Context: an optimization exercise on an open-source flow, tuned for small area. The choices shown serve that exercise and are no tape-out recipe.
Function was checked by simulation only, so behaviour that the tests miss may differ from the original.
Power figures rest on the tool's default switching activity, not on a simulated workload.

==> inputs of run A <==
// Single_cycle_CPU
module Single_cycle_CPU(Clk,Clrn,Inst,Date_out,PC,We,R,Date_in,X,Y);
    input  [31:0] Inst,Date_out;
    input         Clk,Clrn;
    output        We;
    output [31:0] R,Date_in,PC,X,Y;
    wire aluqb, se, wreg, regrt, wmem, lw, sub, lg, lgo, j, br, bne;
    controlUnit cu(Inst[31:26], Inst[5:0], aluqb, se, wreg, regrt, wmem, lw, sub, lg, lgo, j, br, bne);
    wire [31:0] qa, qb, y, r, d;
    wire        z;
    wire aluqbn = ~aluqb;
    wire sx = aluqb & se & Inst[15];
    genvar k;
    generate
        for (k = 0; k < 16; k = k + 1) begin : ylo
            G_A22O u(Inst[k], aluqb, qb[k], aluqbn, y[k]);
        end
        for (k = 16; k < 32; k = k + 1) begin : yhi
            G_A21O u(qb[k], aluqbn, sx, y[k]);
        end
    endgenerate
    ALU alu(qa, y, sub, lg, ~lg, lgo, ~lgo, r, z);
    wire lwn = ~lw;
    generate
        for (k = 0; k < 32; k = k + 1) begin : dm
            G_A22O u(Date_out[k], lw, r[k], lwn, d[k]);
        end
    endgenerate
  ...
==> module NPC, before the edit <==
module NPC(pc,imm,ji,j,taken,npc);
    input  [29:0] pc;
    input  [15:0] imm;
    input  [25:0] ji;
    input         j,taken;
    output [29:0] npc;
    wire [29:0] p4;
    wire [30:0] ci;
    G_INV u0(pc[0], p4[0]);
    assign ci[1] = pc[0];
    genvar k;
    generate
        for (k = 1; k < 30; k = k + 1) begin : inc
            G_HA u(pc[k], ci[k], p4[k], ci[k+1]);
        end
    endgenerate
    wire [15:0] bt;
    wire [16:0] bc;
    G_HA b0(p4[0], imm[0], bt[0], bc[1]);
    generate
        for (k = 1; k < 16; k = k + 1) begin : lo
            G_FA u(p4[k], imm[k], bc[k], bt[k], bc[k+1]);
        end
    endgenerate
    wire [29:16] hi_inc, hi_dec;
    wire [30:16] ic, nb;      
    assign ic[16] = 1'b1;
    G_INV ui(p4[16], hi_inc[16]);
    assign ic[17] = p4[16];
    G_INV ud(p4[16], hi_dec[16]);
    assign nb[17] = p4[16];
    generate
        for (k = 17; k < 30; k = k + 1) begin : hi
            G_HA   u(p4[k], ic[k], hi_inc[k], ic[k+1]);
            G_XNOR2 d(p4[k], nb[k], hi_dec[k]);
            if (k < 29) begin : o
                G_OR2 b(p4[k], nb[k], nb[k+1]);
            end
        end
    endgenerate
    wire s_inc = bc[16] & ~imm[15];
    wire s_dec = ~bc[16] & imm[15];
    wire s_same = ~(bc[16] ^ imm[15]);
    wire ntj = ~j & ~taken;
    generate
        for (k = 0; k < 16; k = k + 1) begin : nlo
            wire t;
            G_A222OI u(ji[k], j, bt[k], taken, p4[k], ntj, t);
            G_INV    v(t, npc[k]);
        end
        for (k = 16; k < 30; k = k + 1) begin : nhi
            wire t, up;
            G_A222OI u(hi_inc[k], s_inc, hi_dec[k], s_dec, p4[k], s_same, t);
            G_INV    w(t, up);
            if (k < 26) begin : jj
                wire t2;
                G_A222OI x(ji[k], j, up, taken, p4[k], ntj, t2);
                G_INV    v(t2, npc[k]);
            end else begin : nj
                G_MUX2   x(p4[k], up, taken, npc[k]);
            end
        end
    endgenerate
endmodule
==> module dffe32, before the edit <==
module dffe32(D,Clk,e,e_n,q);
    input  [31:0] D;
    input         Clk,e,e_n;
    output reg [31:0] q;
    always @(posedge Clk)
        q <= ({32{e}} & D) | ({32{e_n}} & q);
endmodule
==> module Regfilee, before the edit <==
module Regfilee(Ra,Rb,D,Wr,We,Clk,Clrn,Qa,Qb);
    input  [4:0]  Ra,Rb,Wr;
    input  [31:0] D;
    input         We,Clk,Clrn;
    output [31:0] Qa,Qb;
    wire [31:0] r [1:31];
    reg  [31:1] valid;
    wire [31:1] wen;
    wire [31:1] sa, sb;
    genvar i, b;
    generate
        for (i = 1; i < 32; i = i + 1) begin : g
            assign wen[i] = We & (Wr == i);
            assign sa[i]  = valid[i] & (Ra == i);
            assign sb[i]  = valid[i] & (Rb == i);
            dffe32 w(D, Clk, wen[i], ~wen[i], r[i]);
        end
    endgenerate
    always @(posedge Clk or negedge Clrn)
        if (!Clrn) valid <= 31'b0;
        else       valid <= valid | wen;
    generate
        for (b = 0; b < 32; b = b + 1) begin : rb
            wire [31:1] col;
            for (i = 1; i < 32; i = i + 1) begin : c
                assign col[i] = r[i][b];
            end
            RDBIT pa(col, sa, Qa[b]);
            RDBIT pb(col, sb, Qb[b]);
        end
    endgenerate
endmodule
==> module Single_cycle_CPU, before the edit <==
module Single_cycle_CPU(Clk,Clrn,Inst,Date_out,PC,We,R,Date_in,X,Y);
    input  [31:0] Inst,Date_out;
    input         Clk,Clrn;
    output        We;
    output [31:0] R,Date_in,PC,X,Y;
    wire aluqb, se, wreg, regrt, wmem, lw, sub, lg, lgo, j, br, bne;
    controlUnit cu(Inst[31:26], Inst[5:0], aluqb, se, wreg, regrt, wmem, lw, sub, lg, lgo, j, br, bne);
    wire [31:0] qa, qb, y, r, d;
    wire        z;
    wire aluqbn = ~aluqb;
    wire sx = aluqb & se & Inst[15];
    genvar k;
    generate
        for (k = 0; k < 16; k = k + 1) begin : ylo
            G_A22O u(Inst[k], aluqb, qb[k], aluqbn, y[k]);
        end
        for (k = 16; k < 32; k = k + 1) begin : yhi
            G_A21O u(qb[k], aluqbn, sx, y[k]);
        end
    endgenerate
    ALU alu(qa, y, sub, lg, ~lg, lgo, ~lgo, r, z);
    wire lwn = ~lw;
    generate
        for (k = 0; k < 32; k = k + 1) begin : dm
            G_A22O u(Date_out[k], lw, r[k], lwn, d[k]);
        end
    endgenerate
    wire [4:0] wr = regrt ? Inst[20:16] : Inst[15:11];
    Regfilee rf(Inst[25:21], Inst[20:16], d, wr, wreg, Clk, Clrn, qa, qb);
    reg  [31:2] pc;
    wire [31:2] npc;
    wire taken = br & (z ^ bne);
    NPC un(pc, Inst[15:0], Inst[25:0], j, taken, npc);
    always @(posedge Clk or negedge Clrn)
        if (!Clrn) pc <= 30'b0;
        else       pc <= npc;
    assign PC      = {pc, 2'b00};
    assign We      = wmem;
    assign R       = r;
    assign X       = qa;
    assign Y       = y;
    assign Date_in = qb;
endmodule
==> flow/config.mk <==
export PLATFORM = sky130hd
export DESIGN_NAME = Single_cycle_CPU
export DESIGN_NICKNAME = Single_cycle_CPU
export VERILOG_FILES = /design/flow/design.v
export SDC_FILE = /design/flow/constraint.sdc
export NUM_CORES = 4
export LEC_CHECK = 0
export CAP_MARGIN = 20
export CORE_MARGIN = 2
export CORE_UTILIZATION = 30
export SETUP_SLACK_MARGIN = 0.3
export SLEW_MARGIN = 20
export SYNTH_HIERARCHICAL = 1
==> flow/constraint.sdc <==
create_clock -name core_clock -period 13.0 [get_ports {Clk}]
set_input_delay 2.6000 -clock core_clock [delete_from_list [all_inputs] [get_ports {Clk}]]
set_output_delay 2.6000 -clock core_clock [all_outputs]
set_load 0.01 [all_outputs]
run.sh (not shown) runs the stock make flow with config.mk's settings and CLKGATE_MAP_FILE= SYNTH_SCRIPT=/design/flow/synth_recipe.tcl, a recipe that flattens the netlist after the stock synthesis.
==> run D: changes against run A <==
--- a/flow/design.v
+++ b/flow/design.v
@@ -73,13 +73,13 @@
     input  [25:0] ji;
     input         j,taken;
     output [29:0] npc;
-    wire [29:0] p4;
-    wire [30:0] ci;
+    genvar k;
+    wire [15:0] p4;
+    wire [16:0] ci;
     G_INV u0(pc[0], p4[0]);
     assign ci[1] = pc[0];
-    genvar k;
-    generate
-        for (k = 1; k < 30; k = k + 1) begin : inc
+    generate
+        for (k = 1; k < 16; k = k + 1) begin : inc
             G_HA u(pc[k], ci[k], p4[k], ci[k+1]);
         end
     endgenerate
@@ -93,24 +93,28 @@
     endgenerate
     wire [29:16] hi_inc, hi_dec;
     wire [30:16] ic, nb;      
-    assign ic[16] = 1'b1;
-    G_INV ui(p4[16], hi_inc[16]);
-    assign ic[17] = p4[16];
-    G_INV ud(p4[16], hi_dec[16]);
-    assign nb[17] = p4[16];
+    G_INV ui(pc[16], hi_inc[16]);
+    assign hi_dec[16] = hi_inc[16];
+    assign ic[17] = pc[16];
+    assign nb[17] = pc[16];
     generate
         for (k = 17; k < 30; k = k + 1) begin : hi
-            G_HA   u(p4[k], ic[k], hi_inc[k], ic[k+1]);
-            G_XNOR2 d(p4[k], nb[k], hi_dec[k]);
+            G_HA    u(pc[k], ic[k], hi_inc[k], ic[k+1]);
+            G_XNOR2 d(pc[k], nb[k], hi_dec[k]);
             if (k < 29) begin : o
-                G_OR2 b(p4[k], nb[k], nb[k+1]);
-            end
-        end
-    endgenerate
-    wire s_inc = bc[16] & ~imm[15];
-    wire s_dec = ~bc[16] & imm[15];
-    wire s_same = ~(bc[16] ^ imm[15]);
-    wire ntj = ~j & ~taken;
+                G_OR2 b(pc[k], nb[k], nb[k+1]);
+            end
+        end
+    endgenerate
+    wire cy    = ci[16] | bc[16];
+    wire b_inc = cy & ~imm[15];
+    wire b_dec = ~cy & imm[15];
+    wire s_inc = taken ? b_inc : ci[16];     
+    wire s_dec = taken & b_dec;
+    wire s_pc  = ~(s_inc | s_dec);
+    wire t_inc = ~j & s_inc;                 
+    wire t_pc  = ~j & s_pc;
+    wire ntj   = ~j & ~taken;
     generate
         for (k = 0; k < 16; k = k + 1) begin : nlo
             wire t;
@@ -118,15 +122,15 @@
             G_INV    v(t, npc[k]);
         end
         for (k = 16; k < 30; k = k + 1) begin : nhi
-            wire t, up;
-            G_A222OI u(hi_inc[k], s_inc, hi_dec[k], s_dec, p4[k], s_same, t);
-            G_INV    w(t, up);
+            wire t;
             if (k < 26) begin : jj
                 wire t2;
-                G_A222OI x(ji[k], j, up, taken, p4[k], ntj, t2);
-                G_INV    v(t2, npc[k]);
+                G_A222OI u(hi_inc[k], t_inc, hi_dec[k], s_dec, pc[k], t_pc, t);
+                G_NAND2  w(ji[k], j, t2);
+                G_NAND2  v(t, t2, npc[k]);
             end else begin : nj
-                G_MUX2   x(p4[k], up, taken, npc[k]);
+                G_A222OI u(hi_inc[k], s_inc, hi_dec[k], s_dec, pc[k], s_pc, t);
+                G_INV    v(t, npc[k]);
             end
         end
     endgenerate
@@ -195,12 +199,12 @@
     G_NAND4 uz1(n[4], n[5], n[6], n[7], z1);
     G_NOR2  uz2(z0, z1, z);
 endmodule
-module dffe32(D,Clk,e,e_n,q);
-    input  [31:0] D;
+module dffe32(Dn,Clk,e,e_n,q);
+    input  [31:0] Dn;
     input         Clk,e,e_n;
     output reg [31:0] q;
     always @(posedge Clk)
-        q <= ({32{e}} & D) | ({32{e_n}} & q);
+        q <= ~(({32{e}} | q) & ({32{e_n}} | Dn));
 endmodule
 module Regfilee(Ra,Rb,D,Wr,We,Clk,Clrn,Qa,Qb);
     input  [4:0]  Ra,Rb,Wr;
@@ -209,28 +213,43 @@
     output [31:0] Qa,Qb;
     wire [31:0] r [1:31];
     reg  [31:1] valid;
+    reg         ph;
+    always @(posedge Clk or negedge Clrn)
+        if (!Clrn) ph <= 1'b0;
+        else       ph <= ~ph;
+    wire [31:0] Dn;
+    genvar i, b;
+    generate
+        for (b = 0; b < 32; b = b + 1) begin : wd
+            G_XOR2 u(D[b], ph, Dn[b]);
+        end
+    endgenerate
     wire [31:1] wen;
     wire [31:1] sa, sb;
-    genvar i, b;
     generate
         for (i = 1; i < 32; i = i + 1) begin : g
             assign wen[i] = We & (Wr == i);
             assign sa[i]  = valid[i] & (Ra == i);
             assign sb[i]  = valid[i] & (Rb == i);
-            dffe32 w(D, Clk, wen[i], ~wen[i], r[i]);
+            dffe32 w(Dn, Clk, wen[i], ~wen[i], r[i]);
         end
     endgenerate
     always @(posedge Clk or negedge Clrn)
         if (!Clrn) valid <= 31'b0;
         else       valid <= valid | wen;
+    wire sela = |sa, selb = |sb;
+    wire pa = ph & sela, pb = ph & selb;
     generate
         for (b = 0; b < 32; b = b + 1) begin : rb
             wire [31:1] col;
+            wire ra, rbv;
             for (i = 1; i < 32; i = i + 1) begin : c
                 assign col[i] = r[i][b];
             end
-            RDBIT pa(col, sa, Qa[b]);
-            RDBIT pb(col, sb, Qb[b]);
+            RDBIT ua(col, sa, ra);
+            RDBIT ub(col, sb, rbv);
+            G_XOR2 xa(ra, pa, Qa[b]);
+            G_XOR2 xb(rbv, pb, Qb[b]);
         end
     endgenerate
 endmodule
@@ -241,7 +260,7 @@
     output [31:0] R,Date_in,PC,X,Y;
     wire aluqb, se, wreg, regrt, wmem, lw, sub, lg, lgo, j, br, bne;
     controlUnit cu(Inst[31:26], Inst[5:0], aluqb, se, wreg, regrt, wmem, lw, sub, lg, lgo, j, br, bne);
-    wire [31:0] qa, qb, y, r, d;
+    wire [31:0] qa, qb, y, r;
     wire        z;
     wire aluqbn = ~aluqb;
     wire sx = aluqb & se & Inst[15];
@@ -256,6 +275,7 @@
     endgenerate
     ALU alu(qa, y, sub, lg, ~lg, lgo, ~lgo, r, z);
     wire lwn = ~lw;
+    wire [31:0] d;
     generate
         for (k = 0; k < 32; k = k + 1) begin : dm
             G_A22O u(Date_out[k], lw, r[k], lwn, d[k]);
==> flow/flow/run.sh (new file) <==
#!/bin/bash
# Layout flow: the standard flow (standard synthesis included), with
#  - one sky130_fd_sc_hd__buf_1 on each input and output port instead of the
#    default port buffer cell;
#  - clock tree synthesis without dummy loads, with sinks clustered in
#    groups of up to 24 within 150 um.
# make's full output goes to make_finish.log in the work folder; ORFS keeps
# each step's log under orfs/logs/.
set -euo pipefail
bash standard.sh \
  'BUFFER_PORTS_ARGS=-buffer_cell sky130_fd_sc_hd__buf_1' \
  'CTS_ARGS=-sink_clustering_enable -repair_clock_nets -dont_use_dummy_load -sink_clustering_size 24 -sink_clustering_max_diameter 150' \
  finish > make_finish.log 2>&1
==> flow/standard.sh (new file) <==
#!/bin/bash
# synth_recipe.tcl (not shown) runs the flow's synth.tcl, then flattens the netlist and writes it again
# the make line also repeats each setting of config.mk as NAME=value (left out here)
make -C /OpenROAD-flow-scripts/flow DESIGN_CONFIG=/design/flow/config.mk WORK_HOME=/design/flow/orfs CLKGATE_MAP_FILE= SYNTH_SCRIPT=/design/flow/synth_recipe.tcl "${@:-finish}"
--- a/flow/config.mk
+++ b/flow/config.mk
@@ -7,7 +7,7 @@
 export LEC_CHECK = 0
 export CAP_MARGIN = 20
 export CORE_MARGIN = 2
-export CORE_UTILIZATION = 30
+export CORE_UTILIZATION = 50
 export SETUP_SLACK_MARGIN = 0.3
 export SLEW_MARGIN = 20
 export SYNTH_HIERARCHICAL = 1
removed: flow/run.sh
==> run E: changes against run A <==
--- a/flow/design.v
+++ b/flow/design.v
@@ -73,13 +73,13 @@
     input  [25:0] ji;
     input         j,taken;
     output [29:0] npc;
-    wire [29:0] p4;
-    wire [30:0] ci;
+    genvar k;
+    wire [15:0] p4;
+    wire [16:0] ci;
     G_INV u0(pc[0], p4[0]);
     assign ci[1] = pc[0];
-    genvar k;
-    generate
-        for (k = 1; k < 30; k = k + 1) begin : inc
+    generate
+        for (k = 1; k < 16; k = k + 1) begin : inc
             G_HA u(pc[k], ci[k], p4[k], ci[k+1]);
         end
     endgenerate
@@ -93,24 +93,28 @@
     endgenerate
     wire [29:16] hi_inc, hi_dec;
     wire [30:16] ic, nb;      
-    assign ic[16] = 1'b1;
-    G_INV ui(p4[16], hi_inc[16]);
-    assign ic[17] = p4[16];
-    G_INV ud(p4[16], hi_dec[16]);
-    assign nb[17] = p4[16];
+    G_INV ui(pc[16], hi_inc[16]);
+    assign hi_dec[16] = hi_inc[16];
+    assign ic[17] = pc[16];
+    assign nb[17] = pc[16];
     generate
         for (k = 17; k < 30; k = k + 1) begin : hi
-            G_HA   u(p4[k], ic[k], hi_inc[k], ic[k+1]);
-            G_XNOR2 d(p4[k], nb[k], hi_dec[k]);
+            G_HA    u(pc[k], ic[k], hi_inc[k], ic[k+1]);
+            G_XNOR2 d(pc[k], nb[k], hi_dec[k]);
             if (k < 29) begin : o
-                G_OR2 b(p4[k], nb[k], nb[k+1]);
-            end
-        end
-    endgenerate
-    wire s_inc = bc[16] & ~imm[15];
-    wire s_dec = ~bc[16] & imm[15];
-    wire s_same = ~(bc[16] ^ imm[15]);
-    wire ntj = ~j & ~taken;
+                G_OR2 b(pc[k], nb[k], nb[k+1]);
+            end
+        end
+    endgenerate
+    wire cy    = ci[16] | bc[16];
+    wire b_inc = cy & ~imm[15];
+    wire b_dec = ~cy & imm[15];
+    wire s_inc = taken ? b_inc : ci[16];     
+    wire s_dec = taken & b_dec;
+    wire s_pc  = ~(s_inc | s_dec);
+    wire t_inc = ~j & s_inc;                 
+    wire t_pc  = ~j & s_pc;
+    wire ntj   = ~j & ~taken;
     generate
         for (k = 0; k < 16; k = k + 1) begin : nlo
             wire t;
@@ -118,15 +122,15 @@
             G_INV    v(t, npc[k]);
         end
         for (k = 16; k < 30; k = k + 1) begin : nhi
-            wire t, up;
-            G_A222OI u(hi_inc[k], s_inc, hi_dec[k], s_dec, p4[k], s_same, t);
-            G_INV    w(t, up);
+            wire t;
             if (k < 26) begin : jj
                 wire t2;
-                G_A222OI x(ji[k], j, up, taken, p4[k], ntj, t2);
-                G_INV    v(t2, npc[k]);
+                G_A222OI u(hi_inc[k], t_inc, hi_dec[k], s_dec, pc[k], t_pc, t);
+                G_NAND2  w(ji[k], j, t2);
+                G_NAND2  v(t, t2, npc[k]);
             end else begin : nj
-                G_MUX2   x(p4[k], up, taken, npc[k]);
+                G_A222OI u(hi_inc[k], s_inc, hi_dec[k], s_dec, pc[k], s_pc, t);
+                G_INV    v(t, npc[k]);
             end
         end
     endgenerate
@@ -195,12 +199,12 @@
     G_NAND4 uz1(n[4], n[5], n[6], n[7], z1);
     G_NOR2  uz2(z0, z1, z);
 endmodule
-module dffe32(D,Clk,e,e_n,q);
-    input  [31:0] D;
+module dffe32(Dn,Clk,e,e_n,q);
+    input  [31:0] Dn;
     input         Clk,e,e_n;
     output reg [31:0] q;
     always @(posedge Clk)
-        q <= ({32{e}} & D) | ({32{e_n}} & q);
+        q <= ~(({32{e}} | q) & ({32{e_n}} | Dn));
 endmodule
 module Regfilee(Ra,Rb,D,Wr,We,Clk,Clrn,Qa,Qb);
     input  [4:0]  Ra,Rb,Wr;
@@ -209,28 +213,42 @@
     output [31:0] Qa,Qb;
     wire [31:0] r [1:31];
     reg  [31:1] valid;
+    reg         ph;
+    always @(posedge Clk)
+        ph <= ~ph;
+    wire [31:0] Dn;
+    genvar i, b;
+    generate
+        for (b = 0; b < 32; b = b + 1) begin : wd
+            G_XOR2 u(D[b], ph, Dn[b]);
+        end
+    endgenerate
     wire [31:1] wen;
     wire [31:1] sa, sb;
-    genvar i, b;
     generate
         for (i = 1; i < 32; i = i + 1) begin : g
             assign wen[i] = We & (Wr == i);
             assign sa[i]  = valid[i] & (Ra == i);
             assign sb[i]  = valid[i] & (Rb == i);
-            dffe32 w(D, Clk, wen[i], ~wen[i], r[i]);
+            dffe32 w(Dn, Clk, wen[i], ~wen[i], r[i]);
         end
     endgenerate
     always @(posedge Clk or negedge Clrn)
         if (!Clrn) valid <= 31'b0;
         else       valid <= valid | wen;
+    wire sela = |sa, selb = |sb;
+    wire pa = ph & sela, pb = ph & selb;
     generate
         for (b = 0; b < 32; b = b + 1) begin : rb
             wire [31:1] col;
+            wire ra, rbv;
             for (i = 1; i < 32; i = i + 1) begin : c
                 assign col[i] = r[i][b];
             end
-            RDBIT pa(col, sa, Qa[b]);
-            RDBIT pb(col, sb, Qb[b]);
+            RDBIT ua(col, sa, ra);
+            RDBIT ub(col, sb, rbv);
+            G_XOR2 xa(ra, pa, Qa[b]);
+            G_XOR2 xb(rbv, pb, Qb[b]);
         end
     endgenerate
 endmodule
@@ -241,7 +259,7 @@
     output [31:0] R,Date_in,PC,X,Y;
     wire aluqb, se, wreg, regrt, wmem, lw, sub, lg, lgo, j, br, bne;
     controlUnit cu(Inst[31:26], Inst[5:0], aluqb, se, wreg, regrt, wmem, lw, sub, lg, lgo, j, br, bne);
-    wire [31:0] qa, qb, y, r, d;
+    wire [31:0] qa, qb, y, r;
     wire        z;
     wire aluqbn = ~aluqb;
     wire sx = aluqb & se & Inst[15];
@@ -256,6 +274,7 @@
     endgenerate
     ALU alu(qa, y, sub, lg, ~lg, lgo, ~lgo, r, z);
     wire lwn = ~lw;
+    wire [31:0] d;
     generate
         for (k = 0; k < 32; k = k + 1) begin : dm
             G_A22O u(Date_out[k], lw, r[k], lwn, d[k]);
==> flow/flow/run.sh (new file) <==
#!/bin/bash
# Layout flow: the standard flow (standard synthesis included), with
#  - one sky130_fd_sc_hd__buf_1 on each input and output port instead of the
#    default port buffer cell;
#  - clock tree synthesis without dummy loads, with sinks clustered in
#    groups of up to 20 within 150 um.
# make's full output goes to make_finish.log in the work folder; ORFS keeps
# each step's log under orfs/logs/.
set -euo pipefail
bash standard.sh \
  'BUFFER_PORTS_ARGS=-buffer_cell sky130_fd_sc_hd__buf_1' \
  'CTS_ARGS=-sink_clustering_enable -repair_clock_nets -dont_use_dummy_load -sink_clustering_size 20 -sink_clustering_max_diameter 150' \
  finish > make_finish.log 2>&1
==> flow/standard.sh (new file) <==
#!/bin/bash
# synth_recipe.tcl (not shown) runs the flow's synth.tcl, then flattens the netlist and writes it again
# the make line also repeats each setting of config.mk as NAME=value (left out here)
make -C /OpenROAD-flow-scripts/flow DESIGN_CONFIG=/design/flow/config.mk WORK_HOME=/design/flow/orfs CLKGATE_MAP_FILE= SYNTH_SCRIPT=/design/flow/synth_recipe.tcl "${@:-finish}"
--- a/flow/config.mk
+++ b/flow/config.mk
@@ -7,7 +7,7 @@
 export LEC_CHECK = 0
 export CAP_MARGIN = 20
 export CORE_MARGIN = 2
-export CORE_UTILIZATION = 30
+export CORE_UTILIZATION = 50
 export SETUP_SLACK_MARGIN = 0.3
 export SLEW_MARGIN = 20
 export SYNTH_HIERARCHICAL = 1
removed: flow/run.sh
==> run M: changes against run A <==
--- a/flow/design.v
+++ b/flow/design.v
@@ -195,12 +195,12 @@
     G_NAND4 uz1(n[4], n[5], n[6], n[7], z1);
     G_NOR2  uz2(z0, z1, z);
 endmodule
-module dffe32(D,Clk,e,e_n,q);
-    input  [31:0] D;
+module dffe32(Dn,Clk,e,e_n,q);
+    input  [31:0] Dn;
     input         Clk,e,e_n;
     output reg [31:0] q;
     always @(posedge Clk)
-        q <= ({32{e}} & D) | ({32{e_n}} & q);
+        q <= ~(({32{e}} | q) & ({32{e_n}} | Dn));
 endmodule
 module Regfilee(Ra,Rb,D,Wr,We,Clk,Clrn,Qa,Qb);
     input  [4:0]  Ra,Rb,Wr;
@@ -209,28 +209,42 @@
     output [31:0] Qa,Qb;
     wire [31:0] r [1:31];
     reg  [31:1] valid;
+    reg         ph;
+    always @(posedge Clk)
+        ph <= ~ph;
+    wire [31:0] Dn;
+    genvar i, b;
+    generate
+        for (b = 0; b < 32; b = b + 1) begin : wd
+            G_XOR2 u(D[b], ph, Dn[b]);
+        end
+    endgenerate
     wire [31:1] wen;
     wire [31:1] sa, sb;
-    genvar i, b;
     generate
         for (i = 1; i < 32; i = i + 1) begin : g
             assign wen[i] = We & (Wr == i);
             assign sa[i]  = valid[i] & (Ra == i);
             assign sb[i]  = valid[i] & (Rb == i);
-            dffe32 w(D, Clk, wen[i], ~wen[i], r[i]);
+            dffe32 w(Dn, Clk, wen[i], ~wen[i], r[i]);
         end
     endgenerate
     always @(posedge Clk or negedge Clrn)
         if (!Clrn) valid <= 31'b0;
         else       valid <= valid | wen;
+    wire sela = |sa, selb = |sb;
+    wire pa = ph & sela, pb = ph & selb;
     generate
         for (b = 0; b < 32; b = b + 1) begin : rb
             wire [31:1] col;
+            wire ra, rbv;
             for (i = 1; i < 32; i = i + 1) begin : c
                 assign col[i] = r[i][b];
             end
-            RDBIT pa(col, sa, Qa[b]);
-            RDBIT pb(col, sb, Qb[b]);
+            RDBIT ua(col, sa, ra);
+            RDBIT ub(col, sb, rbv);
+            G_XOR2 xa(ra, pa, Qa[b]);
+            G_XOR2 xb(rbv, pb, Qb[b]);
         end
     endgenerate
 endmodule
@@ -241,7 +255,7 @@
     output [31:0] R,Date_in,PC,X,Y;
     wire aluqb, se, wreg, regrt, wmem, lw, sub, lg, lgo, j, br, bne;
     controlUnit cu(Inst[31:26], Inst[5:0], aluqb, se, wreg, regrt, wmem, lw, sub, lg, lgo, j, br, bne);
-    wire [31:0] qa, qb, y, r, d;
+    wire [31:0] qa, qb, y, r;
     wire        z;
     wire aluqbn = ~aluqb;
     wire sx = aluqb & se & Inst[15];
@@ -256,6 +270,7 @@
     endgenerate
     ALU alu(qa, y, sub, lg, ~lg, lgo, ~lgo, r, z);
     wire lwn = ~lw;
+    wire [31:0] d;
     generate
         for (k = 0; k < 32; k = k + 1) begin : dm
             G_A22O u(Date_out[k], lw, r[k], lwn, d[k]);
==> flow/flow/run.sh (new file) <==
#!/bin/bash
# Layout flow: the standard flow (standard synthesis included), with
#  - one sky130_fd_sc_hd__buf_1 on each input and output port instead of the
#    default port buffer cell;
#  - clock tree synthesis without dummy loads, with sinks clustered in
#    groups of up to 20 within 150 um.
# make's full output goes to make_finish.log in the work folder; ORFS keeps
# each step's log under orfs/logs/.
set -euo pipefail
bash standard.sh \
  'BUFFER_PORTS_ARGS=-buffer_cell sky130_fd_sc_hd__buf_1' \
  'CTS_ARGS=-sink_clustering_enable -repair_clock_nets -dont_use_dummy_load -sink_clustering_size 20 -sink_clustering_max_diameter 150' \
  finish > make_finish.log 2>&1
==> flow/standard.sh (new file) <==
#!/bin/bash
# synth_recipe.tcl (not shown) runs the flow's synth.tcl, then flattens the netlist and writes it again
# the make line also repeats each setting of config.mk as NAME=value (left out here)
make -C /OpenROAD-flow-scripts/flow DESIGN_CONFIG=/design/flow/config.mk WORK_HOME=/design/flow/orfs CLKGATE_MAP_FILE= SYNTH_SCRIPT=/design/flow/synth_recipe.tcl "${@:-finish}"
--- a/flow/config.mk
+++ b/flow/config.mk
@@ -7,7 +7,7 @@
 export LEC_CHECK = 0
 export CAP_MARGIN = 20
 export CORE_MARGIN = 2
-export CORE_UTILIZATION = 30
+export CORE_UTILIZATION = 50
 export SETUP_SLACK_MARGIN = 0.3
 export SLEW_MARGIN = 20
 export SYNTH_HIERARCHICAL = 1
removed: flow/run.sh
==> notes <==
- Die area, highest first: run A, run M, run D, run E.
- Via count: run A > run M > run E > run D.
- Cell area, lowest first: run D, run E, run M, run A.
- Critical path depth: run M is lower than run A (4).
- Cell count, highest first: run A, run M, run E, run D.
- The highest combinational power belongs to run D, the lowest to run A.
- Of run M and run A, run M has the higher synthesized cell count (gap 3.5%, measured against run A).
- The lowest first-iteration DRC count belongs to run D, the highest to run E.
- Register-to-register slack, highest first: run A, run E, run D, run M.
==> figures <==
metric                                                                    run E           run D           run A           run M
Core region area                                                  0.08702 sq mm   0.08702 sq mm    0.1539 sq mm   0.08810 sq mm
Number of nets in the layout                                              4,477           4,467           4,431           4,523
Power per cell area                                               225.1 mW/mm^2   248.0 mW/mm^2   197.6 mW/mm^2   224.5 mW/mm^2
Final HPWL from detailed placement                                   123,800 um      126,500 um      135,400 um      125,600 um
Placed standard-cell area                                         0.04658 sq mm   0.04661 sq mm   0.05093 sq mm   0.04695 sq mm
Last weighted congestion value of the routability-driven placer          0.9735           1.067          0.9735           1.024
Clock sink total                                                          1,054           1,054           1,053           1,054
Synthesized-area fraction occupied by ao, oa, aoi and oai cells          33.17%          33.16%          37.24%          33.08%
Width of the die                                                       300.7 um        300.7 um        397.4 um        301.7 um
Uppermost signal routing layer after detailed routing                      met5            met5            met4            met4
Gate count after technology mapping                                       4,091           4,091           3,976           4,116
Detailed router's first-iteration violation count                        10,566          10,329          10,343          10,522
Combined area of the multi-input logic cells                      0.02127 sq mm   0.02125 sq mm   0.02302 sq mm   0.02145 sq mm
Total Wirelength                                                     199,800 um      196,600 um      220,100 um      200,200 um
Non-clock buffers                                                           419             420             431             426
Data arrival time at the worst-slack endpoint                           9.74 ns         9.81 ns        10.07 ns        10.02 ns
Filler cell count                                                         7,952           7,917          15,216           8,028
Result of the run                                                finished clean  finished clean  finished clean  finished clean
Combinational fraction of design power                                    30.0%           36.8%           23.8%           30.3%

==> separate check: timing with driven ports <==
The results above use ideal ports. As a check the final layouts listed here were re-extracted and re-timed, cells and wires unchanged. Step 1: set_driving_cell puts a clkbuf_16 on Clk and a buf_2 on each other input, an assumption about the parent block. Step 2 adds t to the input delays and takes it off the output delays; t is the mean of the earliest and latest rising clock arrival at the registers after step 1. Input paths then give back, and output paths get back, about the clock's delay inside the block. Slacks: ideal ports / drivers / drivers and shift; pairs: ideal ports / drivers.
run	t (ns)	setup slack, ns	worst setup path at the end	pins driven straight from the clock port
run A	0.776	0.328 / 0.304 / 0.304	input to output	1
run D	0.716	0.587 / 0.525 / 0.241	input to register	1
run E	0.732	0.656 / 0.628 / 0.419	input to register	1
run M	0.730	0.377 / 0.345 / 0.250	input to register	1
After both steps every run listed still meets setup and hold. The setup slack of run D, which loses most, moves by -0.062 ns with the drivers and by -0.346 ns with both steps.
